From an optimization exercise on the open Yosys and OpenROAD flow, aimed at small area, a short achievable clock period and few clock cycles; shortcuts taken in it are not production practice.
Only simulation tests tie the RTL to the original design; equivalence was not proved.
In every run shown here, the design's own scripts or RTL, not TritonCTS, make the clock network.
The clock port is modelled as an ideal driver, which makes a skipped or thinned clock tree look cheaper than it is; a real chip needs a root buffer or a tree.
Power is estimated from default activity; no workload was simulated.

File: flow/config.mk
export PLATFORM = sky130hd
export DESIGN_NAME = fifo_conv_top
export DESIGN_NICKNAME = fifo_conv_top
export VERILOG_FILES = /design/flow/design.v
export SDC_FILE = /design/flow/constraint.sdc
export NUM_CORES = 4
export LEC_CHECK = 0
export CAP_MARGIN = 20
export CORE_MARGIN = 2
export CORE_UTILIZATION = 75
export PLACE_DENSITY = 0.85
export SETUP_SLACK_MARGIN = 3.15
export SLEW_MARGIN = 20
File: flow/constraint.sdc
create_clock -name core_clock -period 5.0 [get_ports {clk}]
set_input_delay 1.0000 -clock core_clock [delete_from_list [all_inputs] [get_ports {clk}]]
set_output_delay 1.0000 -clock core_clock [all_outputs]
set_load 0.01 [all_outputs]
File: flow/design.v
module fifo_conv_top(
input clk,
input rst,
input data_valid,
input [7:0] data_i,
output wire idle,
output wire done,
output wire [15:0] data_o,
output wire conv_done
);
assign idle = 1'b1;
reg [7:0] x;           
reg acc;               
reg [7:0] h0, h1;      
reg [2:0] col;         
reg [2:0] row;         
reg signed [10:0] pq;
reg emit;
reg signed [8:0] q0, q1, q2, q3, q4, q5;
reg signed [10:0] out_r;
reg vld_r, done_r;
wire signed [8:0] d = {1'b0, x} + {1'b1, h0} + 9'd1;    
wire last_col = (col == 3'd4);
wire upd = acc && (col[2] || col[1]);    
always @(posedge clk) begin
  x <= data_i;
  acc <= data_valid;     
  pq <= q0 + (q3 <<< 1);
  out_r <= pq + q5;
  if (acc) begin
    h1 <= ~x;
    h0 <= h1;
  end
  if (upd) begin
    q0 <= q1; q1 <= q2; q2 <= q3; q3 <= q4; q4 <= q5; q5 <= d;
  end
  if (rst) begin
    col <= 3'd0;
    row <= 3'd0;
    emit <= 1'b0;
    vld_r <= 1'b0;
    done_r <= 1'b0;
  end else begin
    emit <= upd && (row[2] || row[1]);
    vld_r <= emit;
    done_r <= (row == 3'd5);
    if (acc) begin
      col <= last_col ? 3'd0 : col + 3'd1;
      if (last_col && row != 3'd5) row <= row + 3'd1;
    end
  end
end
assign data_o = {{5{out_r[10]}}, out_r};
assign conv_done = vld_r;
assign done = done_r;
endmodule
File: flow/flow/run.sh
#!/bin/bash
# Own layout flow: the standard flow (standard.sh, standard synthesis
# included) with a few extra ORFS settings read from flow/knobs.txt, one
# VAR=value per line. Each tool's full output stays in the ORFS logs under
# orfs/logs; make's own output goes to make_finish.log here.
set -euo pipefail
W=$(pwd)
knobs=()
if [[ -f flow/knobs.txt ]]; then
  while IFS= read -r line; do
    [[ -z "$line" || "$line" == \#* ]] && continue
    knobs+=("${line//@FLOW@/$W/flow}")
  done < flow/knobs.txt
fi
bash standard.sh "${knobs[@]}" finish > make_finish.log 2>&1
File: flow/flow/knobs.txt
PRE_CTS_TCL=@FLOW@/mcts.tcl
MCTS_CELL=sky130_fd_sc_hd__clkbuf_16
BUFFER_PORTS_ARGS=-buffer_cell sky130_fd_sc_hd__buf_1
File: flow/flow/mcts.tcl
# One-level clock tree in place of TritonCTS's two-level H-tree: the clock port
# drives MCTS_N buffers, each driving the flip-flops of one region of the core.
# Sourced as the PRE_CTS hook of cts.tcl; clock_tree_synthesis then becomes a
# no-op and cts.tcl goes on as usual (legalisation, timing repair).
set mcts_n 4
set mcts_cell sky130_fd_sc_hd__clkbuf_8
if {[info exists ::env(MCTS_N)]} { set mcts_n $::env(MCTS_N) }
if {[info exists ::env(MCTS_CELL)]} { set mcts_cell $::env(MCTS_CELL) }

set block [ord::get_db_block]
set db [ord::get_db]
set clk_net [[$block findBTerm clk] getNet]
set master [$db findMaster $mcts_cell]

set sinks {}
foreach it [$clk_net getITerms] {
  set bb [[$it getInst] getBBox]
  lappend sinks [list $it [expr {([$bb xMin] + [$bb xMax]) / 2}] [expr {([$bb yMin] + [$bb yMax]) / 2}]]
}
puts "mcts: [llength $sinks] clock sinks, $mcts_n buffers of $mcts_cell"

# split a list of sinks into n groups, cutting alternately across x and y
proc mcts_split {sinks n axis} {
  if {$n <= 1} { return [list $sinks] }
  set idx [expr {$axis == 0 ? 1 : 2}]
  set sorted [lsort -integer -index $idx $sinks]
  set n1 [expr {$n / 2}]
  set cut [expr {[llength $sorted] * $n1 / $n}]
  set a [lrange $sorted 0 [expr {$cut - 1}]]
  set b [lrange $sorted $cut end]
  return [concat [mcts_split $a $n1 [expr {1 - $axis}]] [mcts_split $b [expr {$n - $n1}] [expr {1 - $axis}]]]
}

set core [$block getCoreArea]
set w [expr {[$core xMax] - [$core xMin]}]
set h [expr {[$core yMax] - [$core yMin]}]
set g 0
foreach grp [mcts_split $sinks $mcts_n [expr {$w >= $h ? 0 : 1}]] {
  set sx 0; set sy 0
  foreach s $grp { incr sx [lindex $s 1]; incr sy [lindex $s 2] }
  set cx [expr {$sx / [llength $grp]}]
  set cy [expr {$sy / [llength $grp]}]
  set inst [odb::dbInst_create $block $master "mcts_buf_$g"]
  set net [odb::dbNet_create $block "mcts_clk_$g"]
  $net setSigType CLOCK
  [$inst findITerm A] connect $clk_net
  [$inst findITerm X] connect $net
  foreach s $grp {
    set it [lindex $s 0]
    $it disconnect
    $it connect $net
  }
  $inst setLocation [expr {$cx - [$master getWidth] / 2}] [expr {$cy - [$master getHeight] / 2}]
  $inst setPlacementStatus PLACED
  puts "mcts: buffer $g drives [llength $grp] sinks at ([expr {$cx / 1000.0}], [expr {$cy / 1000.0}])"
  incr g
}
global_connect
set_propagated_clock [all_clocks]

proc clock_tree_synthesis {args} {
  puts "mcts: clock tree built by mcts.tcl; clock_tree_synthesis $args skipped"
}
File: flow/standard.sh
#!/bin/bash
# synth_recipe.tcl (not shown) runs the flow's synth.tcl, then flattens the netlist and writes it again
# the make line also repeats each setting of config.mk as NAME=value (left out here)
make -C /OpenROAD-flow-scripts/flow DESIGN_CONFIG=/design/flow/config.mk WORK_HOME=/design/flow/orfs CLKGATE_MAP_FILE= SYNTH_SCRIPT=/design/flow/synth_recipe.tcl "${@:-finish}"
==> impl_metrics.csv, run 1 <==
group,metric,value,unit
yosys,synth_top_area_share,48.8,%
critical_path,r2r-end,"q5[6]",
critical_path,timing.rr.start,"h0[0]",
die,die_area,6370,um^2
routing,ant_nets,0,
yosys,synth-edff-count,70,
critical_path,worst_path_largest_cell_delay,0.37,ns
clock_network,clock_latency,0.16,ns
clock_network,ctsHoldBuffers,0,
global_route,met3_usage,1.70,%
power,power.leakage,1.77,nW
critical_path,cp_data_arrival_time,1.76,ns
sta,grt_setup_unrepaired,"yes",
yosys,yosys.area.top_type,"edfxtp_1",
routing,route.detailed.wl_per_inst,17.1,um
die,initial_core_util,77.8,%
sta,fin_tns_setup,0,ns
power,combPwrFrac,13.3,%
global_route,grt_start_max_net_pins,29,
yosys,synthFlopType,"edfxtp_1",
placed_design,postPlaceCellArea,4460,um^2
sta,setup_violations,0,
placed_design,io_buffers,28,
critical_path,ff2ff_path_depth,9,
yosys,syn_inst,310,
yosys,syn_area_per_cell,13.9,um^2
critical_path,r2r_slack,3.17,ns
critical_path,crit_required,4.93,ns
routing,drcViolationCount,0,
placed_design,place.gp.congestion,0.828,
routing,first_iter_violations,170,
critical_path,crit_path_end_kind,"flop",
yosys,netlist_top_cells_area,"edfxtp_1 (49%), dfxtp_1 (19%), ha_1 (9.0%)",
power,cellPowerDensity,350,nW/um^2
critical_path,cp-start-kind,"flop",
global_route,grt_busiest_layer,"met2",
global_route,grt_usage,23.1,%
sta,skew,0.00717,ns
global_route,grt_pass1_wl,11.3,mm
finish,finalInstanceArea,4650,um^2
placed_design,dp_hpwl,4.87,mm
power,power.share.switching,22.2,%
job,maxCapViolCount,0,
routing,first_pass_iters,4,
finish,syn_to_final_growth,7.95,%
sta,fmax,545,MHz
critical_path,crit_path_max_fanout,2,
power,peakVddDrop,0.350,mV
yosys,ys_types,40,
routing,routed_wl,7.05,mm
routing,vias_per_cell,5.83,
status,outcome,"finished clean",
min_path,hold_class,"flop to flop",
critical_path,critPathKind,"flop to flop",
critical_path,critical_path.cell_chain,"inv_1 -> ha_2 -> inv_2 -> fa_2 -> a21o_1 -> a21oi_2 -> o21ai_2 -> nor2_1 -> xnor2_1",
clock_network,cts.reportedPaths.clkPinSlew,0.10,ns
sta,slew_viol_final,0,
die,core_area,5540,um^2
global_route,grt_pass1_vias,2397,
power,intPower,0.00127,W
yosys,synthesis.area,4310,um^2
yosys,syn_nets,355,
die,rows,27,
critical_path,startpoint,"h0[0]",
critical_path,crit_path_end,"q5[6]",
die,ioPinCount,30,
finish,drive_above_1_share,9.44,%
finish,insertedDiodeCount,0,
yosys,synth_warnings,1,
die,die_x,79.8,um
min_path,min_from,"q0[0]",
power,seqPwrFrac,65.0,%
yosys,async_reset_ff_share,0,%
global_route,overflow,0,
global_route,antenna_found_initial,0,
global_route,use_met2,42.9,%
finish,finalNetCount,386,
sta,fin_crit,1.83,ns
sta,final.period_utilization,36.7,%
power,p_clk_share,21.7,%
global_route,grt.met1_usage,30.6,%
sta,slew_headroom,55.5,%
yosys,ys_ff_latch,110,
sta,hold_violations,0,
routing,num_vias,2397,
yosys,seq_area_frac_synth,67.3,%
die,dieHeight,79.8,um
sta,tightest_slew,0.668,ns
power,p_switching,0.000362,W
critical_path,crit_slowest_cell,"edfxtp_1",
-- area by class of cell --
| type | count | area (um^2) |
|---|---|---|
| inverter | 26 | 97.6 |
| timing repair buffer | 31 | 128 |
| tap | 72 | 90.1 |
| sequential | 110 | 2900 |
| fill | 279 | 887 |
| buffer | 4 | 100 |
| multi-input combinational | 168 | 1330 |
-- cells in the final DEF (no fill, tap or decap), drive strengths merged, types with 2 or more instances in the layout --
cell type / instances
a211oi: 2
a21o: 3
a21oi: 16
a31oi: 3
and2: 2
and3: 2
buf: 31
clkbuf: 4
dfxtp: 40
edfxtp: 70
fa: 3
ha: 31
inv: 26
nand2: 16
nand3: 5
nor2: 22
nor2b: 3
nor3: 5
o2111ai: 3
o21a: 5
o21ai: 8
or2: 3
xnor2: 16
xor2: 8
-- how the worst min path moves through the flow --
stage               cells after the start    end  slack, ns
detailed placement                      0  pq[0]       0.34
global placement                        0  pq[0]       0.33
global route                            0  pq[0]       0.38
floorplan                               0  pq[0]       0.32
finish                                  0  pq[0]       0.36
CTS                                     0  pq[0]       0.36
-- critical path, delay by kind of cell, from the launching register on --
family	cells	cell delay, ns
flops	1	0.37
fa+ha+maj	2	0.51
simple gates	1	0.12
buf+inv	2	0.10
xor+xnor	1	0.07
compound gates	3	0.43
-- layer usage --
layer	vias up	part of all wire [%]
li1	1142	-
met1	1152	41
met2	89	52
met3	14	5.3
met4	0	1.7
met5	-	0
-- power by group through the flow --
stage / clock [W] / combinational (W) / sequential, W
after floorplan: 0 / 0.000151 / 0.00108
after global placement: 0 / 0.000194 / 0.00107
after detailed placement: 0 / 0.000206 / 0.00108
after CTS: 0.000355 / 0.000213 / 0.00106
after global routing: 0.000375 / 0.000239 / 0.00107
final: 0.000353 / 0.000217 / 0.00106
-- state kept, by name, indices dropped and copies added, names as in the netlist --
name	flops
acc	1
q3	9
q5	9
q1	9
h0	8
h1	8
vld_r	1
x	8
q2	9
out_r	11
col	3
done_r	1
q0	9
pq	11
row	3
emit	1
q4	9
-- cell families after synthesis --
group	after synthesis	synth area share (%)
AOI/OAI and AO/OA	44	6.68
and+or+nand+nor	62	6.73
adders and majority gates	34	10.4
DFF	110	67.3
xor gates and xnor gates	24	4.88
muxes	2	0.493
buffers and inverters	33	3.40
other	1	0.0870
-- synthesized netlist by cell type, types with 3 or more instances --
library cell,count
a21o_1,3
a21oi_1,13
a21oi_2,3
a31oi_1,3
buf_4,6
dfxtp_1,40
edfxtp_1,70
fa_1,3
ha_1,31
inv_1,26
nand2_1,16
nand3_1,4
nor2_1,22
nor2b_1,3
nor3_1,5
o21a_1,4
o21ai_0,7
or2_2,3
xnor2_1,16
xor2_1,8
-- timing repair --
item	in CTS	in global routing
hold endpoints to repair	0	0
pin swaps	1	8
gates cloned	1	0
gates resized for setup	6	10
endpoints found under the setup margin	62	9
buffers inserted	1	2
-- per-stage QoR --
stage	hold slack, ns	total power [W]	setup slack [ns]	utilization, %	std cells
finish	0.356	0.00163	3.17	84.0	411
global route	0.381	0.00168	3.04	84.0	411
CTS	0.359	0.00163	3.15	83.1	409
detailed placement	0.338	0.00129	2.96	80.6	403
global placement	0.332	0.00127	3.00	80.6	403
floorplan	0.323	0.00123	3.17	-	310
Testbench counts, summed over its fixed seeds: cycles 1,624.
==> inputs of run 2 (changes only) <==
--- a/flow/config.mk
+++ b/flow/config.mk
@@ -8,6 +8,6 @@
 export CAP_MARGIN = 20
 export CORE_MARGIN = 2
-export CORE_UTILIZATION = 75
+export CORE_UTILIZATION = 70
 export PLACE_DENSITY = 0.85
-export SETUP_SLACK_MARGIN = 3.15
+export SETUP_SLACK_MARGIN = 3.1
 export SLEW_MARGIN = 20
==> run 2 against run 1 <==
  * Synthesized cell count stayed put
  * Total power is 0.33% lower
  * Design area is 0.19% lower
  * Utilization is 5.5 points lower
  * Setup slack worse by 0.062 ns
  * Clock skew is 0.0015 ns higher
  * Die area is 6.8% higher
  * Maximum frequency is 3.3% lower
  * Wire length is 8.0% lower
  * Register-to-register slack worse by 0.06 ns
  * Worst hold slack better by 0.0066 ns
  * Via count is 4.9% lower
==> impl_metrics.csv, run 2 <==
group,metric,value,unit
placed_design,io_buffers,28,
routing,met3_length,232,um
finish,layout_common_cells,"edfxtp_1 (70), dfxtp_1 (39), ha_1 (29), buf_1 (28), inv_1 (26)",
routing,routed_wl,6.49,mm
routing,ant_nets,0,
finish,fillers,331,
critical_path,timing.rr.start,"h0[0]",
die,initial_core_util,72.8,%
sta,fin_tns_setup,0,ns
yosys,yosysMostFrequentCell,"edfxtp_1",
sta,hold_ws,0.362,ns
sta,skew,0.00865,ns
power,power.leakage,1.76,nW
global_route,grt_pass1_wl,10.4,mm
finish,stdcell_count,412,
yosys,syn_area_per_cell,13.9,um^2
finish,syn_to_final_growth,7.75,%
critical_path,r2r_slack,3.10,ns
sta,setup_violations,0,
routing,drcViolationCount,0,
sta,final.period_utilization,37.9,%
yosys,ys_ff_latch,110,
min_path,whs_endpoint,"pq[0]",
die,die_x,82.5,um
power,cellPowerDensity,350,nW/um^2
finish,finalNetCount,384,
die,dieHeight,82.5,um
global_route,grt_start_max_net_pins,29,
finish,drive_above_1_share,9.20,%
yosys,synth_warnings,1,
clock_network,ctsHoldBuffers,0,
die,die_area,6800,um^2
yosys,netlist_top_cells_area,"edfxtp_1 (49%), dfxtp_1 (19%), ha_1 (9.0%)",
sta,fin_crit,1.90,ns
global_route,grt_pass1_vias,2300,
critical_path,ff2ff_path_depth,9,
routing,first_pass_iters,4,
routing,num_vias,2279,
min_path,hold_class,"flop to flop",
finish,multi_input_area,1340,um^2
die,core_area,5920,um^2
min_path,min_from,"q0[0]",
global_route,grt_usage,19.9,%
finish,final_common_cell,"edfxtp_1",
die,rows,28,
yosys,synthesis.area,4310,um^2
yosys,async_reset_ff_share,0,%
die,ioPinCount,30,
placed_design,dp_hpwl,4.30,mm
job,maxCapViolCount,0,
yosys,syn_nets,355,
sta,slew_viol_final,0,
sta,tightest_slew,0.647,ns
critical_path,crit_path_end_kind,"flop",
sta,fmax,528,MHz
sta,hold_violations,0,
yosys,syn_inst,310,
power,peakVddDrop,0.336,mV
clock_network,clock_latency,0.16,ns
sta,grt_setup_unrepaired,"yes",
min_path,min_path_cells,0,
placed_design,postPlaceCellArea,4470,um^2
clock_network,cts.reportedPaths.clkPinSlew,0.10,ns
critical_path,cp-start-kind,"flop",
critical_path,r2r-end,"q5[6]",
critical_path,critPathKind,"flop to flop",
finish,insertedDiodeCount,0,
status,outcome,"finished clean",
placed_design,post-place-cells,406,
routing,met1Wirelength,2.81,mm
routing,route.detailed.wl_per_inst,15.7,um
yosys,synth-edff-count,70,
yosys,yosys.area.top_type,"edfxtp_1",
routing,wl_met2,3.33,mm
finish,reg.largest.list,"out_r (11), pq (11)",
yosys,seq_area_frac_synth,67.3,%
yosys,synthFlopType,"edfxtp_1",
routing,first_iter_violations,96,
routing,vias_per_cell,5.53,
critical_path,crit_path_max_fanout,2,
global_route,antenna_found_initial,0,
yosys,synth_top_area_share,48.8,%
finish,area.sequential,2900,um^2
routing,routed.top_layer,"met4",
finish,finalInstanceArea,4640,um^2
critical_path,cp_data_arrival_time,1.82,ns
placed_design,place.gp.congestion,0.818,
yosys,ys_types,40,
critical_path,crit_required,4.92,ns
global_route,overflow,0,
yosys,synthTopCellsByCount,"edfxtp_1 (70), dfxtp_1 (40), ha_1 (31), inv_1 (26), nor2_1 (22)",
sta,slew_headroom,56.8,%
-- run 2: cell counts after synthesis --
Identical to the previous run, type by type.
-- run 2: metal layers --
layer / GRT usage (%) / up-vias
met2: 36.5 / 43
met4: 3.83 / 0
met3: 1.96 / 11
li1: - / 1140
met1: 25.9 / 1085
met5: 0 / -
-- run 2: kinds of logic after synthesis --
kind of cell | after synthesis | share of synthesized area, %
AO/OA/AOI/OAI | 44 | 6.68
adder cells (fa/ha/maj) | 34 | 10.4
multiplexers | 2 | 0.493
other | 1 | 0.0870
flip-flops | 110 | 67.3
buffers and inverters | 33 | 3.40
XOR/XNOR | 24 | 4.88
AND/OR/NAND/NOR | 62 | 6.73
-- run 2: through the flow --
stage	worst slack [ns]	utilization [%]	total power, W
after floorplan	3.17	-	0.00123
after global placement	3.00	75.5	0.00127
after detailed placement	2.92	75.5	0.00128
after CTS	3.11	77.7	0.00162
after global routing	3.03	78.4	0.00169
final	3.10	78.4	0.00162
-- run 2: worst max path at each step --
stage | start | to | slack, ns
5_1_grt | h0[0] | q5[6] | 3.03
6_report | h0[0] | q5[6] | 3.10
2_1_floorplan | h0[0] | q5[6] | 3.17
4_1_cts | h0[0] | q5[8] | 3.11
3_5_place_dp | h0[0] | q5[8] | 2.92
3_3_place_gp | acc | q0[1] | 3.00
-- run 2: timing repair --
action | in CTS | in global routing
gates resized for setup | 5 | 10
pin swaps | 1 | 6
endpoints found under the setup margin | 58 | 5
buffers inserted | 1 | 0
endpoints found under the hold margin | 0 | 0
gates cloned | 1 | 0
-- run 2: report_power, final --
part / switching (W) / internal (W) / total (W) / leakage, nW
combinational: 0.000125 / 0.0000893 / 0.000214 / 0.731
clock: 0.000204 / 0.000147 / 0.000352 / 0.0493
sequential: 0.0000277 / 0.00103 / 0.00106 / 0.981
-- run 2: cell type report --
type                    count  area share [%]
flip-flops and latches    110            62.5
multi-input cells         168            28.8
repair buffers             29            2.42
plain buffers               4            2.16
inverters                  26            2.10
well taps                  75            2.02
-- run 2: worst max-delay path, cell delays in order, from the launching register on --
cell	delay [ns]
edfxtp_1	0.37
inv_1	0.07
ha_2	0.17
inv_1	0.05
fa_2	0.35
a21o_1	0.17
a21oi_2	0.18
o21ai_2	0.09
nor2_1	0.14
xnor2_1	0.07
==> inputs of run 3 (changes only) <==
--- a/flow/config.mk
+++ b/flow/config.mk
@@ -8,6 +8,6 @@
 export CAP_MARGIN = 20
 export CORE_MARGIN = 2
-export CORE_UTILIZATION = 70
-export PLACE_DENSITY = 0.85
+export CORE_UTILIZATION = 75
+export PLACE_DENSITY = 0.8
 export SETUP_SLACK_MARGIN = 3.1
 export SLEW_MARGIN = 20
==> run 3 against run 2 <==
  * Critical path type unchanged
  * Sequential cell count stayed put
  * Die area decreased by 6.3%
  * Sequential power about the same
  * Total power grew 0.78%
  * Still clean
==> impl_metrics.csv, run 3 <==
group,metric,value,unit
power,peakVddDrop,0.318,mV
yosys,seq_area_frac_synth,67.3,%
placed_design,dp_hpwl,4.54,mm
sta,skew,0.0112,ns
critical_path,cp_data_arrival_time,1.99,ns
sta,fin_tns_setup,0,ns
yosys,synth-edff-count,70,
yosys,ys_ff_latch,110,
placed_design,io_buffers,28,
critical_path,crit_path_max_fanout,3,
sta,slew_viol_final,0,
die,die_x,79.8,um
sta,fin_ws,3.11,ns
routing,first_pass_iters,4,
placed_design,place.gp.congestion,0.815,
global_route,grt_pass1_vias,2354,
sta,grt_setup_unrepaired,"yes",
critical_path,r2r_slack,3.11,ns
clock_network,clock_latency,0.16,ns
status,outcome,"finished clean",
placed_design,post-place-cells,404,
yosys,ys_types,40,
power,power.leakage,1.78,nW
critical_path,crit_path_end_kind,"flop",
sta,final.period_utilization,37.8,%
die,dieHeight,79.8,um
min_path,hold_class,"flop to flop",
yosys,yosys.area.top_type,"edfxtp_1",
finish,syn_to_final_growth,8.33,%
yosys,synthFlopType,"edfxtp_1",
sta,hold_violations,0,
die,core_area,5540,um^2
routing,ant_nets,0,
finish,finalNetCount,389,
global_route,overflow,0,
sta,fmax,529,MHz
finish,final_core_util,84.3,%
finish,finalInstanceArea,4670,um^2
power,cellPowerDensity,350,nW/um^2
finish,layout_common_cells,"edfxtp_1 (70), dfxtp_1 (40), ha_1 (28), buf_1 (28), inv_1 (25)",
finish,reg.largest.list,"out_r (11), pq (11)",
yosys,synthTopCellsByCount,"edfxtp_1 (70), dfxtp_1 (40), ha_1 (31), inv_1 (26), nor2_1 (22)",
sta,tightest_slew,0.765,ns
yosys,synthesis.area,4310,um^2
global_route,grt_pass1_wl,11.2,mm
die,rows,27,
job,maxCapViolCount,0,
yosys,syn_inst,310,
yosys,synth_warnings,1,
finish,insertedDiodeCount,0,
yosys,syn_area_per_cell,13.9,um^2
sta,setup_violations,0,
routing,routed_wl,7.31,mm
yosys,syn_nets,355,
die,ioPinCount,30,
finish,final_common_cell,"edfxtp_1",
global_route,grt_usage,22.4,%
finish,stdcell_count,414,
routing,vias_per_cell,5.85,
clock_network,cts.reportedPaths.clkPinSlew,0.10,ns
sta,fin_crit,1.89,ns
routing,first_iter_violations,178,
yosys,async_reset_ff_share,0,%
routing,num_vias,2422,
yosys,synth_top_area_share,48.8,%
sta,slew_headroom,49.0,%
critical_path,cp-start-kind,"flop",
placed_design,postPlaceCellArea,4470,um^2
finish,drive_above_1_share,9.94,%
routing,route.detailed.wl_per_inst,17.7,um
global_route,grt_start_max_net_pins,56,
clock_network,ctsHoldBuffers,0,
critical_path,crit_required,5.10,ns
placed_design,post-place-ws,3.03,ns
global_route,antenna_found_initial,0,
die,initial_core_util,77.8,%
die,die_area,6370,um^2
critical_path,critPathKind,"flop to flop",
yosys,netlist_top_cells_area,"edfxtp_1 (49%), dfxtp_1 (19%), ha_1 (9.0%)",
yosys,yosysMostFrequentCell,"edfxtp_1",
routing,drcViolationCount,0,
==> run 3: cell counts after synthesis <==
No cell type changed its count.
==> run 3: what timing repair did <==
action                                  4_1_cts  5_1_grt
setup buffers                                 2        4
resized for setup                             4       10
endpoints found under the setup margin        3        6
pin swaps                                     5        8
cloned                                        0        0
==> run 3: per-stage QoR <==
step	total power, W	hold WS, ns
5_1_grt	0.00169	0.418
3_3_place_gp	0.00127	0.401
2_1_floorplan	0.00123	0.323
6_report	0.00164	0.405
4_1_cts	0.00162	0.402
3_5_place_dp	0.00128	0.384
==> run 3: layout make-up <==
type,instances,area [um^2]
flip-flops and latches,110,2900
plain buffers,4,100
fillers,274,871
inverters,26,97.6
multi-input cells,167,1320
well taps,72,90.1
repair buffers,35,158
==> run 3: path summary, 6_finish.rpt <==
kind,startpoint,cells past startpoint,to
max reg2reg,q3[1],5,pq[10]
max,q3[1],5,pq[10]
min reg2reg,q0[0],0,pq[0]
min,q0[0],0,pq[0]
==> run 3: cell families after synthesis <==
logic type               share of synthesized area (%)
AND/OR/NAND/NOR                                   6.73
other                                           0.0870
buffers and inverters                             3.40
adder cells (fa/ha/maj)                           10.4
multiplexers                                     0.493
AO/OA/AOI/OAI                                     6.68
XOR/XNOR                                          4.88
flip-flops                                        67.3
==> run 3: power breakdown <==
| part | switching, W | leakage, nW | total, W | internal, W |
|---|---|---|---|---|
| clock network | 0.000209 | 0.0493 | 0.000357 | 0.000148 |
| registers | 0.0000262 | 0.981 | 0.00106 | 0.00103 |
| logic | 0.000133 | 0.750 | 0.000223 | 0.0000901 |
| total | 0.000369 | 1.78 | 0.00164 | 0.00127 |
==> run 3: layer usage <==
layer | track usage, % | up-vias | share of wire (%)
met5 | 0 | - | 0
met4 | 4.24 | 0 | 2.6
met3 | 1.02 | 14 | 4.0
met2 | 40.7 | 89 | 52
met1 | 30.6 | 1167 | 41
li1 | - | 1152 | -
==> run 3: critical path: stages (launching register included) <==
cell and delay (ns):
edfxtp_1 0.44, ha_1 0.32, a211oi_1 0.44, o211ai_1 0.24, and3_1 0.25, o22ai_1 0.13
==> inputs of run 4 (changes only) <==
--- a/flow/config.mk
+++ b/flow/config.mk
@@ -7,7 +7,9 @@
 export LEC_CHECK = 0
 export CAP_MARGIN = 20
+export CELL_PAD_IN_SITES_DETAIL_PLACEMENT = 0
+export CELL_PAD_IN_SITES_GLOBAL_PLACEMENT = 0
 export CORE_MARGIN = 2
 export CORE_UTILIZATION = 75
-export PLACE_DENSITY = 0.8
+export PLACE_DENSITY = 0.85
 export SETUP_SLACK_MARGIN = 3.1
 export SLEW_MARGIN = 20
==> run 4 against run 3 <==
  * Via count fell by 1.7%
  * Total power fell by 0.88%
  * Sequential cell count did not move
  * Still clean on timing, DRC and antenna
  * Global-route usage rose by 0.64 points
  * Synthesized area did not move
  * Critical path depth rose by 4
  * Cell count fell by 0.72%
  * Clock skew fell by 0.0038 ns
  * Design area fell by 0.64%
  * Largest power group unchanged
  * Sequential power barely moved
  * Synthesized cell count did not move
  * First-iteration DRC count fell by 3.4%
==> impl_metrics.csv, run 4 <==
group,metric,value,unit
status,outcome,"finished clean",
power,intPower,0.00127,W
routing,first_pass_iters,5,
critical_path,critPathKind,"flop to flop",
sta,fin_tns_setup,0,ns
yosys,syn_inst,310,
finish,syn_to_final_growth,7.63,%
critical_path,critPathTopFamily,"adder cells",
sta,fin_ws,3.16,ns
sta,skew,0.00736,ns
clock_network,cts.reportedPaths.clkPinSlew,0.10,ns
power,p_clk_share,21.4,%
clock_network,ctsHoldBuffers,0,
power,seqPwrFrac,65.3,%
min_path,hold_class,"flop to flop",
yosys,ys_ff_latch,110,
finish,final_common_cell,"edfxtp_1",
critical_path,critical_path.cell_chain,"inv_1 -> ha_2 -> inv_2 -> fa_2 -> a21o_1 -> a21oi_2 -> o21ai_2 -> nor2_1 -> xnor2_1",
critical_path,crit_path_max_fanout,2,
routing,route.detailed.wl_per_inst,16.9,um
routing,ant_nets,0,
sta,hold_violations,0,
yosys,synthTopCellsByCount,"edfxtp_1 (70), dfxtp_1 (40), ha_1 (31), inv_1 (26), nor2_1 (22)",
min_path,min_from,"q0[0]",
critical_path,startpoint,"h0[0]",
die,die_area,6370,um^2
sta,grt_setup_unrepaired,"yes",
critical_path,crit_required,4.92,ns
critical_path,cp.buffers_inverters,2,
global_route,grt_pass1_wl,11.3,mm
sta,slew_viol_final,0,
critical_path,timing.rr.start,"h0[0]",
die,rows,27,
yosys,ys_types,40,
critical_path,worst_path_largest_cell_delay,0.37,ns
global_route,overflow,0,
power,power.leakage,1.77,nW
sta,fin_crit,1.84,ns
placed_design,io_buffers,28,
global_route,grt_start_max_net_pins,29,
placed_design,dp_hpwl,4.87,mm
routing,routed_wl,6.95,mm
die,core_area,5540,um^2
sta,hold_ws,0.358,ns
yosys,synth_warnings,1,
power,power.share.switching,21.9,%
critical_path,cp-start-kind,"flop",
power,p_switching,0.000356,W
routing,first_iter_violations,172,
yosys,syn_area_per_cell,13.9,um^2
finish,layout_common_cells,"edfxtp_1 (70), dfxtp_1 (39), ha_1 (28), buf_1 (28), inv_1 (25)",
yosys,synth-edff-count,70,
clock_network,clock_latency,0.16,ns
power,peakVddDrop,0.345,mV
yosys,async_reset_ff_share,0,%
die,die_x,79.8,um
global_route,grt_usage,23.0,%
sta,slew_headroom,54.9,%
yosys,seq_area_frac_synth,67.3,%
finish,finalNetCount,386,
power,cellPowerDensity,350,nW/um^2
placed_design,post-place-ws,2.96,ns
power,combPwrFrac,13.2,%
yosys,syn_nets,355,
yosys,yosys.area.top_type,"edfxtp_1",
routing,vias_per_cell,5.79,
placed_design,post-place-cells,403,
placed_design,place.gp.congestion,0.828,
yosys,yosysMostFrequentCell,"edfxtp_1",
job,maxCapViolCount,0,
finish,reg.largest.list,"out_r (11), pq (11)",
global_route,grt_pass1_vias,2391,
critical_path,cp_data_arrival_time,1.76,ns
die,dieHeight,79.8,um
critical_path,crit_path_end_kind,"flop",
finish,insertedDiodeCount,0,
sta,final.period_utilization,36.7,%
power,power,0.00162,W
yosys,synth_top_area_share,48.8,%
sta,fmax,544,MHz
die,ioPinCount,30,
die,initial_core_util,77.8,%
yosys,synthFlopType,"edfxtp_1",
routing,drcViolationCount,0,
yosys,netlist_top_cells_area,"edfxtp_1 (49%), dfxtp_1 (19%), ha_1 (9.0%)",
finish,drive_above_1_share,9.14,%
sta,tightest_slew,0.677,ns
finish,stdcell_count,411,
global_route,antenna_found_initial,0,
routing,num_vias,2380,
yosys,synthesis.area,4310,um^2
critical_path,crit_slowest_cell,"edfxtp_1",
sta,setup_violations,0,
==> run 4: cell counts after synthesis <==
No cell type changed its count.
==> run 4: cell type report <==
cell class                 instances  area, um^2
buffer                             4         100
fill                             280         901
inverter                          26        97.6
multi-input combinational        168        1320
sequential                       110        2900
tap                               72        90.1
timing repair buffer              31         128
==> run 4: power by group through the flow <==
stage / Combinational (W) / Clock (W) / Sequential, W
floorplan: 0.000151 / 0 / 0.00108
global placement: 0.000194 / 0 / 0.00107
CTS: 0.000212 / 0.000355 / 0.00106
detailed placement: 0.000206 / 0 / 0.00108
finish: 0.000215 / 0.000348 / 0.00106
global route: 0.000238 / 0.000376 / 0.00107
==> run 4: repair_timing <==
item                                    CTS  global route
gates cloned                              1             0
setup buffers                             1             2
endpoints found under the setup margin   59             6
resized for setup                         4             9
pin swaps                                 1             7
==> run 4: path summary, 6_finish.rpt <==
| check | endpoint | slack, ns | cells after the start |
|---|---|---|---|
| max | q5[6] | 3.16 | 9 |
| min | pq[0] | 0.36 | 0 |
| max reg2reg | q5[6] | 3.16 | 9 |
| min reg2reg | pq[0] | 0.36 | 0 |
==> run 4: cell families (layout without fill, tap and decap cells) <==
kind of cell	count (synthesis)	count (layout)	synth area share, %
DFF	110	110	67.3
and+or+nand+nor	62	62	6.73
AOI/OAI and AO/OA	44	45	6.68
adders and majority gates	34	34	10.4
buffers and inverters	33	61	3.40
xor gates and xnor gates	24	24	4.88
muxes	2	2	0.493
other	1	1	0.0870
==> run 4: routing by layer <==
layer  part of all wire (%)  vias up  track usage (%)
li1                       -     1148                -
met1                     41     1148             30.6
met2                     53       72             42.7
met3                    4.6       12             1.70
met4                    1.5        0             3.56
met5                      0        -                0
==> run 4: per-stage QoR <==
step | util [%] | instance area, um^2
after global placement | 80.6 | 4460
after global routing | 83.7 | 4640
after detailed placement | 80.6 | 4460
after floorplan | - | 4320
final | 83.7 | 4640
after CTS | 83.0 | 4600
==> inputs of run 5 (changes only) <==
==> flow/flow/knobs.txt (replaced) <==
PRE_CTS_TCL=@FLOW@/mcts.tcl
MCTS_CELL=sky130_fd_sc_hd__buf_12
BUFFER_PORTS_ARGS=-buffer_cell sky130_fd_sc_hd__buf_1
--- a/flow/config.mk
+++ b/flow/config.mk
@@ -7,6 +7,4 @@
 export LEC_CHECK = 0
 export CAP_MARGIN = 20
-export CELL_PAD_IN_SITES_DETAIL_PLACEMENT = 0
-export CELL_PAD_IN_SITES_GLOBAL_PLACEMENT = 0
 export CORE_MARGIN = 2
 export CORE_UTILIZATION = 75
==> run 5 against run 4 <==
  * Combinational power hardly changed
  * Critical path depth stayed put
  * Critical path type unchanged
  * Highest routed layer unchanged
  * Maximum frequency is 0.43% lower
  * Still clean on timing, DRC and antenna
==> impl_metrics.csv, run 5 <==
group,metric,value,unit
die,ioPinCount,30,
critical_path,critical_path.cell_chain,"inv_1 -> ha_2 -> inv_1 -> fa_2 -> a21o_1 -> a21oi_2 -> o21ai_2 -> nor2_1 -> xnor2_1",
global_route,grt_pass1_vias,2361,
sta,final.period_utilization,36.9,%
die,die_area,6370,um^2
sta,fmax,542,MHz
die,dieHeight,79.8,um
critical_path,critPathKind,"flop to flop",
yosys,synthTopCellsByCount,"edfxtp_1 (70), dfxtp_1 (40), ha_1 (31), inv_1 (26), nor2_1 (22)",
critical_path,crit_path_end_kind,"flop",
routing,first_pass_iters,4,
routing,met1Wirelength,2.88,mm
sta,skew,0.0108,ns
clock_network,clock_latency,0.14,ns
global_route,overflow,0,
finish,insertedDiodeCount,0,
yosys,syn_inst,310,
critical_path,crit_required,4.90,ns
yosys,syn_nets,355,
sta,setup_violations,0,
power,peakVddDrop,0.336,mV
clock_network,ctsHoldBuffers,0,
power,power,0.00161,W
placed_design,io_buffers,28,
finish,drive_above_1_share,8.28,%
yosys,yosys.area.top_type,"edfxtp_1",
status,outcome,"finished clean",
sta,fin_ws,3.16,ns
routing,routed.top_layer,"met4",
die,core_area,5540,um^2
finish,finalInstanceArea,4600,um^2
min_path,min_from,"q0[0]",
global_route,grt_pass1_wl,11.2,mm
critical_path,worst_path_largest_cell_delay,0.37,ns
yosys,synth_warnings,1,
power,cellPowerDensity,349,nW/um^2
critical_path,crit_path_max_fanout,2,
die,die_x,79.8,um
critical_path,timing.rr.start,"h0[0]",
yosys,yosysMostFrequentCell,"edfxtp_1",
yosys,ys_ff_latch,110,
clock_network,cts.reportedPaths.clkPinSlew,0.10,ns
routing,wl_met2,3.71,mm
placed_design,place.gp.congestion,0.828,
critical_path,cp-start-kind,"flop",
yosys,synth-edff-count,70,
sta,slew_headroom,55.9,%
global_route,grt_start_max_net_pins,29,
placed_design,postPlaceCellArea,4460,um^2
placed_design,post-place-ws,2.96,ns
global_route,grt_usage,22.7,%
finish,reg.largest.list,"out_r (11), pq (11)",
finish,syn_to_final_growth,6.82,%
global_route,antenna_found_initial,0,
routing,ant_nets,0,
finish,final_common_cell,"edfxtp_1",
routing,met3_length,240,um
die,initial_core_util,77.8,%
die,rows,27,
yosys,ys_types,40,
yosys,async_reset_ff_share,0,%
sta,tightest_slew,0.662,ns
critical_path,crit_slowest_cell,"edfxtp_1",
routing,route.detailed.wl_per_inst,16.8,um
job,maxCapViolCount,0,
placed_design,dp_hpwl,4.87,mm
sta,fin_tns_setup,0,ns
yosys,syn_area_per_cell,13.9,um^2
min_path,hold_class,"flop to flop",
yosys,synthFlopType,"edfxtp_1",
critical_path,startpoint,"h0[0]",
critical_path,cp_common_cell,"inv_1",
routing,num_vias,2352,
sta,hold_violations,0,
sta,grt_setup_unrepaired,"yes",
routing,vias_per_cell,5.74,
finish,layout_common_cells,"edfxtp_1 (70), dfxtp_1 (39), ha_1 (28), buf_1 (28), inv_1 (26)",
sta,fin_crit,1.84,ns
yosys,seq_area_frac_synth,67.3,%
critical_path,cp_data_arrival_time,1.74,ns
finish,finalNetCount,385,
yosys,synthesis.area,4310,um^2
sta,slew_viol_final,0,
routing,first_iter_violations,171,
yosys,netlist_top_cells_area,"edfxtp_1 (49%), dfxtp_1 (19%), ha_1 (9.0%)",
power,power.leakage,1.74,nW
routing,drcViolationCount,0,
routing,routed_wl,6.88,mm
yosys,synth_top_area_share,48.8,%
==> run 5: cell types whose count changed in the layout (fill, tap and decap cells not counted) <==
cell	before	now
inv_2	1	0
buf_4	3	2
inv_1	25	26
nand2b_4	1	0
nand2b_1	0	1
buf_12	0	4
clkbuf_16	4	0
==> run 5: where the power goes <==
part           internal (W)  switching (W)
combinational     0.0000876       0.000125
clock              0.000130       0.000203
sequential          0.00103      0.0000298
total               0.00125       0.000358
==> run 5: repair_timing <==
item                                    in CTS  in global routing
hold endpoints to repair                     0                  0
cloned                                       1                  0
resized for setup                            3                  8
setup buffers                                1                  1
endpoints found under the setup margin      57                  8
pin swaps                                    1                  6
==> run 5: layout make-up <==
type                       instances  area [um^2]
sequential                       110         2900
inverter                          26         97.6
buffer                             4         80.1
fill                             287          936
timing repair buffer              30          120
multi-input combinational        168         1310
tap                               72         90.1
==> run 5: worst max-delay path, delay by kind of cell (launching register included) <==
kind,cells,cell delay [ns]
AO/OA/AOI/OAI,3,0.43
XOR/XNOR,1,0.07
adder cells (fa/ha/maj),2,0.50
buffers and inverters,2,0.11
flip-flops,1,0.37
AND/OR/NAND/NOR,1,0.12
==> run 5: final timing paths <==
path,to,slack [ns],cells after the start
worst min-delay path,pq[0],0.36,0
worst min register to register,pq[0],0.36,0
worst max register to register,q5[6],3.16,9
worst max-delay path,q5[6],3.16,9
==> run 5: cell families after synthesis <==
kind of cell / count (synthesis) / synth area share [%]
compound gates: 44 / 6.68
xor+xnor: 24 / 4.88
fa+ha+maj: 34 / 10.4
buf+inv: 33 / 3.40
flops: 110 / 67.3
mux: 2 / 0.493
other cells: 1 / 0.0870
simple gates: 62 / 6.73
==> run 5: metal layers <==
| layer | track usage, % | up-vias |
|---|---|---|
| met2 | 41.8 | 58 |
| met1 | 30.9 | 1148 |
| met5 | 0 | - |
| met3 | 1.13 | 6 |
| li1 | - | 1140 |
| met4 | 3.39 | 0 |
==> run 5: per-stage QoR <==
step,std cells,hold WS (ns),util (%)
after floorplan,310,0.323,-
after global placement,403,0.332,80.6
after detailed placement,403,0.338,80.6
after CTS,409,0.359,82.5
after global routing,410,0.382,83.1
final,410,0.362,83.1
==> inputs of run 6 (changes only) <==
==> flow/flow/knobs.txt (replaced) <==
PRE_CTS_TCL=@FLOW@/mcts.tcl
MCTS_CELL=sky130_fd_sc_hd__clkbuf_16
BUFFER_PORTS_ARGS=-buffer_cell sky130_fd_sc_hd__buf_1
--- a/flow/config.mk
+++ b/flow/config.mk
@@ -10,4 +10,4 @@
 export CORE_UTILIZATION = 75
 export PLACE_DENSITY = 0.85
-export SETUP_SLACK_MARGIN = 3.1
+export SETUP_SLACK_MARGIN = 3.05
 export SLEW_MARGIN = 20
==> run 6 against run 5 <==
  * Global-route usage rose by 0.17 points
  * Design area rose by 0.30%
  * Sequential power hardly changed
  * Highest routed layer unchanged
  * Clock power grew 5%
  * Critical path depth stayed put
  * Wire length is 0.26% lower
  * Setup slack got worse by 0.0090 ns
  * Synthesized cell count unchanged
==> impl_metrics.csv, run 6 <==
group,metric,value,unit
routing,ant_nets,0,
sta,skew,0.00861,ns
power,p_clk_share,21.6,%
die,rows,27,
finish,finalNetCount,385,
global_route,grt_pass1_wl,11.2,mm
die,dieHeight,79.8,um
yosys,synthTopCellsByCount,"edfxtp_1 (70), dfxtp_1 (40), ha_1 (31), inv_1 (26), nor2_1 (22)",
yosys,netlist_top_cells_area,"edfxtp_1 (49%), dfxtp_1 (19%), ha_1 (9.0%)",
sta,hold_violations,0,
sta,fin_ws,3.15,ns
clock_network,cts.reportedPaths.clkPinSlew,0.10,ns
sta,fin_crit,1.85,ns
status,outcome,"finished clean",
finish,final_common_cell,"edfxtp_1",
sta,fmax,539,MHz
min_path,hold_class,"flop to flop",
yosys,yosysMostFrequentCell,"edfxtp_1",
yosys,synthesis.area,4310,um^2
power,p_switching,0.000357,W
power,power,0.00162,W
sta,slew_viol_final,0,
sta,final.period_utilization,37.1,%
critical_path,crit_required,4.92,ns
sta,tightest_slew,0.657,ns
global_route,grt_start_max_net_pins,29,
yosys,synth_top_area_share,48.8,%
yosys,ys_ff_latch,110,
finish,syn_to_final_growth,7.14,%
routing,vias_per_cell,5.83,
power,power.share.switching,22.0,%
critical_path,cp_data_arrival_time,1.78,ns
sta,slew_headroom,56.2,%
yosys,ys_types,40,
placed_design,io_buffers,28,
yosys,synth_warnings,1,
global_route,antenna_found_initial,0,
routing,first_iter_violations,179,
power,peakVddDrop,0.347,mV
die,die_area,6370,um^2
routing,route.detailed.wl_per_inst,16.7,um
sta,fin_tns_setup,0,ns
finish,fillers,281,
critical_path,crit_path_end_kind,"flop",
power,power.leakage,1.76,nW
clock_network,clock_latency,0.16,ns
die,die_x,79.8,um
power,seqPwrFrac,65.3,%
routing,first_pass_iters,5,
job,maxCapViolCount,0,
yosys,async_reset_ff_share,0,%
finish,reg.largest.list,"out_r (11), pq (11)",
power,cellPowerDensity,351,nW/um^2
power,combPwrFrac,13.1,%
die,initial_core_util,77.8,%
critical_path,cp-start-kind,"flop",
yosys,syn_area_per_cell,13.9,um^2
global_route,grt_pass1_vias,2389,
placed_design,dp_hpwl,4.87,mm
routing,drcViolationCount,0,
sta,grt_setup_unrepaired,"yes",
yosys,seq_area_frac_synth,67.3,%
die,core_area,5540,um^2
placed_design,place.gp.congestion,0.828,
routing,routed_wl,6.86,mm
sta,setup_violations,0,
yosys,syn_inst,310,
power,intPower,0.00126,W
global_route,overflow,0,
yosys,synth-edff-count,70,
finish,drive_above_1_share,7.10,%
placed_design,post-place-ws,2.96,ns
finish,insertedDiodeCount,0,
die,ioPinCount,30,
sta,hold_ws,0.358,ns
critical_path,crit_path_max_fanout,2,
finish,layout_common_cells,"edfxtp_1 (70), dfxtp_1 (39), ha_1 (30), buf_1 (28), inv_1 (26)",
yosys,syn_nets,355,
routing,num_vias,2392,
finish,final_core_util,83.4,%
critical_path,critPathKind,"flop to flop",
yosys,yosys.area.top_type,"edfxtp_1",
global_route,grt_usage,22.9,%
yosys,synthFlopType,"edfxtp_1",
-- run 6: cell counts after synthesis --
Identical to the previous run, type by type.
-- run 6: stage by stage --
stage,cells,instance area [um^2]
after global placement,403,4460
after detailed placement,403,4460
final,410,4620
after CTS,408,4580
after floorplan,310,4320
after global routing,410,4620
-- run 6: kinds of logic after synthesis --
| family | Yosys count | synth area share (%) |
|---|---|---|
| flip-flops | 110 | 67.3 |
| AND/OR/NAND/NOR | 62 | 6.73 |
| AO/OA/AOI/OAI | 44 | 6.68 |
| adder cells (fa/ha/maj) | 34 | 10.4 |
| buffers and inverters | 33 | 3.40 |
| XOR/XNOR | 24 | 4.88 |
| multiplexers | 2 | 0.493 |
| other | 1 | 0.0870 |
-- run 6: final cells by class --
type | count | area [um^2] | share of cell area (%)
plain buffers | 4 | 100 | 2.17
multi-input cells | 168 | 1310 | 28.3
inverters | 26 | 97.6 | 2.11
repair buffers | 30 | 120 | 2.60
flip-flops and latches | 110 | 2900 | 62.9
well taps | 72 | 90.1 | 1.95
-- run 6: worst paths after layout --
kind,start,end,slack (ns),depth (start not counted)
hold / removal,q0[0],pq[0],0.36,0
hold reg to reg,q0[0],pq[0],0.36,0
setup reg to reg,h0[0],q5[6],3.15,9
setup / recovery,h0[0],q5[6],3.15,9
-- run 6: routing by layer --
metal	up-vias	GRT usage [%]	share of wire [%]
li1	1142	-	-
met1	1152	30.4	40
met2	88	42.4	53
met3	10	1.70	4.8
met4	0	3.56	1.4
met5	-	0	0
-- run 6: what timing repair did --
item | 4_1_cts | 5_1_grt
hold endpoints to repair | 0 | 0
pin swaps | 0 | 3
endpoints found under the setup margin | 56 | 7
cloned | 1 | 0
setup buffers | 0 | 2
hold buffers | 0 | 0
resized for setup | 2 | 5
-- run 6: critical path, stage by stage (launching register included) --
cell and delay [ns]:
edfxtp_1 0.37, inv_1 0.06, ha_1 0.15, inv_1 0.05
fa_2 0.34, a21o_1 0.20, a21oi_2 0.14, o21ai_1 0.12
nor2_1 0.12, xnor2_1 0.07
-- run 6: power by group through the flow --
| stage | registers [W] | logic [W] | clock network [W] |
|---|---|---|---|
| 5_1_grt | 0.00107 | 0.000235 | 0.000376 |
| 3_3_place_gp | 0.00107 | 0.000194 | 0 |
| 3_5_place_dp | 0.00108 | 0.000206 | 0 |
| 4_1_cts | 0.00106 | 0.000209 | 0.000355 |
| 6_report | 0.00106 | 0.000212 | 0.000350 |
| 2_1_floorplan | 0.00108 | 0.000151 | 0 |
==> inputs of run 7 (changes only) <==
--- a/flow/design.v
+++ b/flow/design.v
@@ -21,6 +21,7 @@
 reg vld_r, done_r;
 wire signed [8:0] d = {1'b0, x} + {1'b1, h0} + 9'd1;    
-wire last_col = (col == 3'd4);
-wire upd = acc && (col[2] || col[1]);    
+wire last_col = col[2] & ~col[0];
+wire row_full = row[2] & ~row[1];
+wire upd = acc && col[1];    
 always @(posedge clk) begin
   x <= data_i;
@@ -44,8 +45,8 @@
     emit <= upd && (row[2] || row[1]);
     vld_r <= emit;
-    done_r <= (row == 3'd5);
+    done_r <= row_full;
     if (acc) begin
-      col <= last_col ? 3'd0 : col + 3'd1;
-      if (last_col && row != 3'd5) row <= row + 3'd1;
+      col <= {col[1] & col[0], col[0], ~col[2]};
+      if (last_col && !row_full) row <= {row[1], row[0], ~row[2]};
     end
   end
--- a/flow/config.mk
+++ b/flow/config.mk
@@ -10,4 +10,4 @@
 export CORE_UTILIZATION = 75
 export PLACE_DENSITY = 0.85
-export SETUP_SLACK_MARGIN = 3.05
+export SETUP_SLACK_MARGIN = 3.1
 export SLEW_MARGIN = 20
==> run 7 against run 6 <==
  * Still clean
  * Critical path depth stayed put
  * Clock skew is 0.0011 ns lower
  * Utilization rose by 0.62 points
  * Sequential cell count unchanged
  * Clock power decreased by 1%
  * Worst hold slack gained 0.061 ns
  * Die area is 1.7% lower
  * Register-to-register slack got worse by 0.06 ns
  * Via count decreased by 5.1%
  * Setup slack lost 0.059 ns
  * Wire length shrank 3.9%
==> impl_metrics.csv, run 7 <==
group,metric,value,unit
status,outcome,"finished clean",
sta,fin_tns_setup,0,ns
yosys,syn_nets,337,
placed_design,place.gp.congestion,0.870,
sta,setup_violations,0,
yosys,synthFlopType,"edfxtp_1",
finish,final_common_cell,"edfxtp_1",
finish,finalInstanceArea,4600,um^2
die,rows,27,
routing,ant_nets,0,
yosys,netlist_top_cells_area,"edfxtp_1 (50%), dfxtp_1 (19%), ha_1 (8.0%)",
critical_path,critPathKind,"flop to flop",
placed_design,postPlaceCellArea,4390,um^2
critical_path,cp.buffers_inverters,2,
routing,route.detailed.wl_per_inst,16.5,um
finish,layout_common_cells,"edfxtp_1 (70), dfxtp_1 (40), buf_1 (28), ha_1 (23), nor2_1 (21)",
global_route,grt_start_max_net_pins,56,
die,initial_core_util,77.4,%
power,p_clk_share,22.4,%
yosys,seq_area_frac_synth,68.5,%
finish,insertedDiodeCount,0,
critical_path,cp-start-kind,"flop",
sta,fmax,523,MHz
yosys,ys_ff_latch,110,
routing,num_vias,2269,
die,ioPinCount,30,
placed_design,io_buffers,28,
global_route,antenna_found_initial,0,
sta,grt_setup_unrepaired,"yes",
power,combPwrFrac,10.7,%
yosys,syn_area_per_cell,14.3,um^2
die,dieHeight,79.1,um
sta,final.period_utilization,38.3,%
routing,vias_per_cell,5.69,
power,power.leakage,1.72,nW
sta,slew_headroom,51.9,%
clock_network,clock_latency,0.16,ns
routing,drcViolationCount,0,
finish,syn_to_final_growth,8.51,%
yosys,synthesis.area,4240,um^2
power,p_switching,0.000313,W
power,peakVddDrop,0.340,mV
critical_path,crit_path_end_kind,"flop",
yosys,synth-edff-count,70,
power,intPower,0.00123,W
critical_path,worst_path_largest_cell_delay,0.37,ns
yosys,synth_top_area_share,49.6,%
critical_path,cp_data_arrival_time,1.83,ns
routing,first_pass_iters,4,
finish,finalNetCount,370,
routing,routed_wl,6.59,mm
sta,tightest_slew,0.721,ns
yosys,synthTopCellsByCount,"edfxtp_1 (70), dfxtp_1 (40), ha_1 (27), inv_1 (22), nor2_1 (22)",
die,die_x,79.1,um
power,cellPowerDensity,336,nW/um^2
finish,reg.largest.list,"out_r (11), pq (11)",
sta,hold_violations,0,
global_route,grt_usage,21.2,%
yosys,ys_types,39,
yosys,synth_warnings,1,
critical_path,critical_path.cell_chain,"inv_1 -> ha_2 -> inv_2 -> fa_2 -> a21o_1 -> a21oi_2 -> o21ai_2 -> nor2_1 -> xnor2_1",
routing,first_iter_violations,128,
critical_path,critPathTopFamily,"adder cells",
yosys,syn_inst,296,
power,power.share.switching,20.3,%
die,die_area,6260,um^2
yosys,yosysMostFrequentCell,"edfxtp_1",
critical_path,crit_slowest_cell,"edfxtp_1",
global_route,grt_pass1_vias,2243,
critical_path,crit_required,4.92,ns
clock_network,cts.reportedPaths.clkPinSlew,0.10,ns
placed_design,dp_hpwl,4.43,mm
yosys,async_reset_ff_share,0,%
finish,drive_above_1_share,9.48,%
global_route,overflow,0,
sta,slew_viol_final,0,
sta,skew,0.00755,ns
power,seqPwrFrac,66.8,%
die,core_area,5470,um^2
job,maxCapViolCount,0,
min_path,hold_class,"flop to flop",
global_route,grt_pass1_wl,10.4,mm
critical_path,crit_path_max_fanout,2,
sta,fin_crit,1.91,ns
yosys,yosys.area.top_type,"edfxtp_1",
run 7: changes by cell type in the layout (fill, tap and decap cells not counted), sizes merged, moves of 2 or more:
cell	change
nand2	-6
buf	+4
ha	-4
inv	-4
a21oi	-2
nor2b	+2
o21a	-2
or3	+2
xor2	-2
run 7: metal layers:
| metal | track usage (%) | up-vias | wire length [um] |
|---|---|---|---|
| met4 | 1.90 | 0 | 65 |
| met2 | 41.5 | 56 | 3540 |
| met5 | 0 | - | 0 |
| met1 | 26.3 | 1098 | 2750 |
| met3 | 2.05 | 7 | 235 |
| li1 | - | 1108 | - |
run 7: power by group through the flow:
stage / registers, W / clock network (W) / logic, W
floorplan: 0.00106 / 0 / 0.000112
global placement: 0.00105 / 0 / 0.000145
detailed placement: 0.00105 / 0 / 0.000152
CTS: 0.00103 / 0.000353 / 0.000157
global route: 0.00104 / 0.000379 / 0.000182
finish: 0.00103 / 0.000346 / 0.000166
run 7: path summary, 6_finish.rpt:
check,endpoint,cells past startpoint,slack [ns],start
max,q5[6],9,3.09,h0[0]
min,q3[6],0,0.42,q4[6]
max reg2reg,q5[6],9,3.09,h0[0]
min reg2reg,q3[6],0,0.42,q4[6]
run 7: what timing repair did:
item / in CTS / in global routing
gates resized for setup: 6 / 13
pin swaps: 4 / 15
hold buffers: 0 / 0
buffers inserted: 1 / 4
setup endpoints to repair: 5 / 7
run 7: kinds of logic (layout without fill, tap and decap cells):
family | after synthesis | count (layout) | synth area share (%)
adders and majority gates | 30 | 30 | 9.39
AOI/OAI and AO/OA | 43 | 43 | 7.21
muxes | 2 | 2 | 0.473
other | 1 | 1 | 0.0885
buffers and inverters | 29 | 60 | 3.10
DFF | 110 | 110 | 68.5
xor gates and xnor gates | 22 | 22 | 4.55
and+or+nand+nor | 59 | 59 | 6.65
run 7: cell type report:
class / instances / area, um^2
plain buffers: 4 / 100
repair buffers: 34 / 150
flip-flops and latches: 110 / 2900
well taps: 72 / 90.1
inverters: 22 / 82.6
multi-input cells: 157 / 1270
fillers: 272 / 877
run 7: metrics by stage:
step	hold slack (ns)	worst slack [ns]	cells	power (W)	util [%]
after floorplan	0.323	3.13	296	0.00117	-
after global placement	0.401	3.04	390	0.00119	80.2
after detailed placement	0.380	2.99	390	0.00120	80.2
after CTS	0.425	3.09	395	0.00154	82.6
after global routing	0.425	3.03	399	0.00160	84.0
final	0.419	3.09	399	0.00154	84.0
run 7: worst reg2reg max path, delay by kind of cell (launching register included):
family / cells / cell delay, ns
compound gates: 3 / 0.46
xor+xnor: 1 / 0.09
fa+ha+maj: 2 / 0.53
buf+inv: 2 / 0.10
flops: 1 / 0.37
simple gates: 1 / 0.12
Testbench counts of run 7, summed over its fixed seeds: cycles 1,624.
==> inputs of run 8 (changes only) <==
--- a/flow/config.mk
+++ b/flow/config.mk
@@ -10,4 +10,4 @@
 export CORE_UTILIZATION = 75
 export PLACE_DENSITY = 0.85
-export SETUP_SLACK_MARGIN = 3.1
+export SETUP_SLACK_MARGIN = 3.15
 export SLEW_MARGIN = 20
==> run 8 against run 7 <==
  * Worst hold slack improved by 0.0017 ns
  * Global-route usage rose by 0.43 points
  * Synthesized cell count did not move
  * First-iteration DRC count fell by 13%
  * Utilization rose by 1.4 points
  * Sequential share of layout area fell by 1.0 points
  * Clock skew rose by 0.0034 ns
  * Critical endpoint is now out_r[8]
  * Maximum frequency fell by 0.50%
  * Sequential power barely moved
  * Register-to-register slack barely moved
  * Die area did not move
  * Via count rose by 2.8%
==> impl_metrics.csv, run 8 <==
group,metric,value,unit
global_route,grt_start_max_net_pins,56,
die,rows,27,
finish,reg.largest.list,"out_r (11), pq (11)",
status,outcome,"finished clean",
yosys,syn_area_per_cell,14.3,um^2
power,cellPowerDensity,334,nW/um^2
power,peakVddDrop,0.317,mV
routing,first_pass_iters,4,
yosys,syn_inst,296,
min_path,min_from,"q4[5]",
sta,hold_violations,0,
yosys,synth_top_area_share,49.6,%
yosys,synthTopCellsByCount,"edfxtp_1 (70), dfxtp_1 (40), ha_1 (27), inv_1 (22), nor2_1 (22)",
critical_path,critical_path.cell_chain,"ha_2 -> inv_2 -> fa_2 -> nor2b_1 -> o21a_1 -> a31o_4 -> o41ai_4 -> xnor2_1",
routing,num_vias,2333,
power,seqPwrFrac,66.0,%
sta,fin_tns_setup,0,ns
sta,setup_violations,0,
routing,route.detailed.wl_per_inst,18.0,um
yosys,synthFlopType,"edfxtp_1",
yosys,synthesis.area,4240,um^2
routing,vias_per_cell,5.75,
finish,drive_above_1_share,11.7,%
global_route,antenna_found_initial,1,
clock_network,ctsHoldBuffers,0,
global_route,grt_pass1_vias,2378,
placed_design,place.gp.congestion,0.866,
power,power.leakage,1.76,nW
routing,routed_wl,7.32,mm
routing,drcViolationCount,0,
yosys,yosys.area.top_type,"edfxtp_1",
critical_path,cp.buffers_inverters,1,
yosys,seq_area_frac_synth,68.5,%
critical_path,crit_path_max_fanout,3,
die,die_x,79.1,um
placed_design,io_buffers,28,
critical_path,crit_slowest_cell,"edfxtp_1",
power,combPwrFrac,11.4,%
clock_network,clock_latency,0.16,ns
job,maxCapViolCount,0,
routing,ant_nets,0,
finish,syn_to_final_growth,10.3,%
die,dieHeight,79.1,um
critical_path,crit_path_end_kind,"flop",
sta,tightest_slew,0.701,ns
critical_path,path_depth,8,
die,ioPinCount,30,
finish,layout_common_cells,"edfxtp_1 (70), dfxtp_1 (40), buf_1 (28), ha_1 (23), nor2_1 (21)",
die,initial_core_util,77.4,%
critical_path,critPathKind,"flop to flop",
finish,final_common_cell,"edfxtp_1",
die,core_area,5470,um^2
finish,multi_input_area,1300,um^2
critical_path,worst_path_largest_cell_delay,0.42,ns
finish,stdcell_count,406,
finish,finalNetCount,376,
sta,grt_setup_unrepaired,"yes",
finish,area.sequential,2900,um^2
sta,final.period_utilization,38.4,%
finish,fillers,264,
critical_path,cp-start-kind,"flop",
sta,fmax,520,MHz
power,p_clk_share,22.6,%
global_route,grt_usage,21.6,%
sta,skew,0.0110,ns
global_route,grt_pass1_wl,10.8,mm
critical_path,critPathTopFamily,"compound AO/OA/AOI/OAI gates",
critical_path,timing.rr.start,"q5[0]",
yosys,yosysMostFrequentCell,"edfxtp_1",
critical_path,startpoint,"q5[0]",
yosys,synth-edff-count,70,
finish,final_core_util,85.4,%
global_route,overflow,0,
placed_design,post-place-cells,390,
sta,fin_crit,1.92,ns
sta,slew_headroom,53.2,%
yosys,async_reset_ff_share,0,%
critical_path,ff2ff_path_depth,8,
yosys,ys_ff_latch,110,
power,power.share.switching,20.9,%
yosys,synth_warnings,1,
yosys,netlist_top_cells_area,"edfxtp_1 (50%), dfxtp_1 (19%), ha_1 (8.0%)",
min_path,min_path_cells,0,
critical_path,cp_data_arrival_time,2.00,ns
power,p_switching,0.000326,W
yosys,ys_types,39,
routing,first_iter_violations,111,
yosys,syn_nets,337,
min_path,hold_class,"flop to flop",
power,intPower,0.00124,W
placed_design,dp_hpwl,4.34,mm
critical_path,crit_required,5.08,ns
sta,slew_viol_final,0,
clock_network,cts.reportedPaths.clkPinSlew,0.10,ns
die,die_area,6260,um^2
==> run 8: cell counts after synthesis <==
Identical to the previous run, type by type.
==> run 8: metal layers <==
layer / part of all wire, % / vias to the layer above / wire length (um) / global-route usage, %
met4: 1.6 / 0 / 117 / 3.45
met5: 0 / - / 0 / 0
met2: 54 / 61 / 3950 / 40.7
met3: 3.2 / 11 / 233 / 1.14
met1: 41 / 1139 / 3010 / 28.4
li1: - / 1122 / - / -
==> run 8: power by group through the flow <==
stage	logic [W]	clock network [W]	registers, W
after floorplan	0.000113	0	0.00106
after CTS	0.000162	0.000353	0.00103
final	0.000178	0.000354	0.00103
after detailed placement	0.000152	0	0.00105
after global placement	0.000146	0	0.00105
after global routing	0.000195	0.000381	0.00104
==> run 8: cell families after synthesis <==
kind of cell / count (synthesis) / synth area share (%)
DFF: 110 / 68.5
adders and majority gates: 30 / 9.39
buffers and inverters: 29 / 3.10
other: 1 / 0.0885
xor gates and xnor gates: 22 / 4.55
and+or+nand+nor: 59 / 6.65
AOI/OAI and AO/OA: 43 / 7.21
muxes: 2 / 0.473
==> run 8: per-stage QoR <==
stage	worst slack, ns	hold WS (ns)	power, W	instance area (um^2)
2_1_floorplan	3.17	0.323	0.00117	4240
3_3_place_gp	3.09	0.402	0.00119	4400
3_5_place_dp	3.01	0.405	0.00120	4400
4_1_cts	3.10	0.429	0.00155	4580
5_1_grt	3.00	0.432	0.00161	4670
6_report	3.08	0.420	0.00156	4670
==> run 8: worst paths after layout <==
kind | end | slack [ns]
max | out_r[8] | 3.08
min | q3[5] | 0.42
max reg2reg | out_r[8] | 3.08
min reg2reg | q3[5] | 0.42
==> run 8: cell type report <==
cell class	instances	area share (%)
Inverter	22	1.77
Multi-Input combinational cell	157	27.7
Buffer	4	2.14
Tap cell	72	1.93
Sequential cell	110	62.1
Antenna cell	1	0.0535
Timing Repair Buffer	40	4.26
==> run 8: worst reg2reg max path, delay by kind of cell, from the launching register on <==
kind                       cells  cell delay, ns
xor gates and xnor gates       1            0.17
DFF                            1            0.42
buffers and inverters          1            0.06
and+or+nand+nor                1            0.06
AOI/OAI and AO/OA              3            0.72
adders and majority gates      2            0.42
==> run 8: timing repair <==
item / 4_1_cts / 5_1_grt
buffers inserted: 6 / 5
endpoints found under the setup margin: 4 / 8
resized for setup: 11 / 10
pin swaps: 10 / 11
==> inputs of run 9 (changes only) <==
--- a/flow/config.mk
+++ b/flow/config.mk
@@ -10,4 +10,4 @@
 export CORE_UTILIZATION = 75
 export PLACE_DENSITY = 0.85
-export SETUP_SLACK_MARGIN = 3.15
+export SETUP_SLACK_MARGIN = 3.05
 export SLEW_MARGIN = 20
==> run 9 against run 8 <==
  * Die area is the same
  * Design area down 2.5%
  * Setup slack improved by 0.049 ns
  * Still clean on timing, DRC and antenna
  * Wire length decreased by 12%
  * Sequential cell count is the same
  * Sequential power is essentially flat
  * Via count is 3.3% lower
  * Cell count is 2.2% lower
  * Total power shrank 1.7%
  * Register-to-register slack improved by 0.05 ns
  * Global-route usage down 0.56 points
  * Critical path type unchanged
  * Clock power is 2% lower
  * Largest cell class unchanged
==> impl_metrics.csv, run 9 <==
group,metric,value,unit
sta,grt_setup_unrepaired,"no",
critical_path,ff2ff_path_depth,9,
global_route,grt_usage,21.0,%
sta,hold_ws,0.420,ns
critical_path,crit_required,4.92,ns
global_route,antenna_found_initial,0,
sta,fin_tns_setup,0,ns
die,core_area,5470,um^2
sta,hold_violations,0,
global_route,grt_start_max_net_pins,56,
routing,routed_wl,6.43,mm
die,initial_core_util,77.4,%
sta,skew,0.00816,ns
routing,num_vias,2256,
finish,fillers,273,
yosys,syn_area_per_cell,14.3,um^2
placed_design,post-place-ws,2.99,ns
min_path,hold_class,"flop to flop",
die,ioPinCount,30,
yosys,seq_area_frac_synth,68.5,%
job,maxCapViolCount,0,
die,dieHeight,79.1,um
yosys,async_reset_ff_share,0,%
finish,stdcell_count,397,
status,outcome,"finished clean",
yosys,synthesis.area,4240,um^2
finish,finalInstanceArea,4560,um^2
yosys,ys_types,39,
routing,drcViolationCount,0,
yosys,synth-edff-count,70,
yosys,syn_nets,337,
yosys,yosysMostFrequentCell,"edfxtp_1",
critical_path,crit_path_end_kind,"flop",
yosys,synthFlopType,"edfxtp_1",
finish,final_common_cell,"edfxtp_1",
critical_path,cp_data_arrival_time,1.79,ns
finish,insertedDiodeCount,0,
yosys,syn_inst,296,
global_route,grt_pass1_wl,10.3,mm
critical_path,critPathKind,"flop to flop",
placed_design,postPlaceCellArea,4390,um^2
critical_path,cp-start-kind,"flop",
routing,first_iter_violations,174,
global_route,grt_pass1_vias,2235,
die,rows,27,
sta,setup_violations,0,
power,cellPowerDensity,337,nW/um^2
routing,ant_nets,0,
critical_path,r2r_slack,3.13,ns
==> run 9: cell families (layout without fill, tap and decap cells) <==
logic type | count (synthesis) | in the layout | synth area share, %
muxes | 2 | 2 | 0.473
other | 1 | 1 | 0.0885
adders and majority gates | 30 | 30 | 9.39
DFF | 110 | 110 | 68.5
buffers and inverters | 29 | 58 | 3.10
AOI/OAI and AO/OA | 43 | 43 | 7.21
xor gates and xnor gates | 22 | 22 | 4.55
and+or+nand+nor | 59 | 59 | 6.65
==> run 9: worst max-delay path by stage <==
stage	from	end	slack, ns	cells past startpoint
3_3_place_gp	h0[0]	q5[6]	3.04	9
4_1_cts	h0[0]	q5[6]	3.04	9
3_5_place_dp	h0[0]	q5[6]	2.99	9
2_1_floorplan	h0[0]	q5[6]	3.13	9
6_report	h0[0]	q5[6]	3.13	9
5_1_grt	q5[0]	out_r[8]	3.05	8
==> run 9: metrics by stage <==
stage / power [W] / utilization (%)
finish: 0.00154 / 83.3
global route: 0.00159 / 83.3
CTS: 0.00154 / 82.3
detailed placement: 0.00120 / 80.2
global placement: 0.00119 / 80.2
floorplan: 0.00117 / -
==> run 9: power by group <==
group          switching, W  total (W)  internal, W
registers         0.0000197    0.00103      0.00101
clock network      0.000201   0.000348     0.000147
logic             0.0000905   0.000158    0.0000675
total              0.000311    0.00154      0.00123
==> run 9: layout make-up <==
type                    count  area, um^2  share of cell area (%)
plain buffers               4         100                    2.20
well taps                  72        90.1                    1.98
inverters                  22        82.6                    1.81
repair buffers             32         135                    2.97
flip-flops and latches    110        2900                    63.7
multi-input cells         157        1250                    27.3
==> run 9: layer usage <==
metal | part of all wire (%) | wire, um | up-vias | global-route usage [%]
met5 | 0 | 0 | - | 0
met4 | 1.0 | 65 | 0 | 1.90
met3 | 4.0 | 259 | 7 | 2.05
met2 | 53 | 3420 | 53 | 41.3
met1 | 42 | 2690 | 1091 | 26.1
li1 | - | - | 1105 | -
==> run 9: what timing repair did <==
item / 4_1_cts / 5_1_grt
hold endpoints to repair: 0 / 0
buffers inserted: 0 / 3
gates cloned: 0 / 0
endpoints found under the setup margin: 3 / 7
pin swaps: 0 / 6
resized for setup: 2 / 10
==> run 9: worst max-delay path, stage by stage (launching register included) <==
cell and delay [ns]:
edfxtp_1 0.37, inv_1 0.06, ha_2 0.16, inv_1 0.05, fa_2 0.34, a21o_1 0.18
a21oi_2 0.17, o21ai_2 0.08, nor2_1 0.13, xnor2_1 0.08

Re-timed with assumed drivers on the ports (clkbuf_16 on the clock, buf_2 on other inputs), run 9 has 3.127 ns of setup slack against 3.127 ns with ideal ports, and 3.127 ns once port delays also move by the mid clock arrival of 0.233 ns.
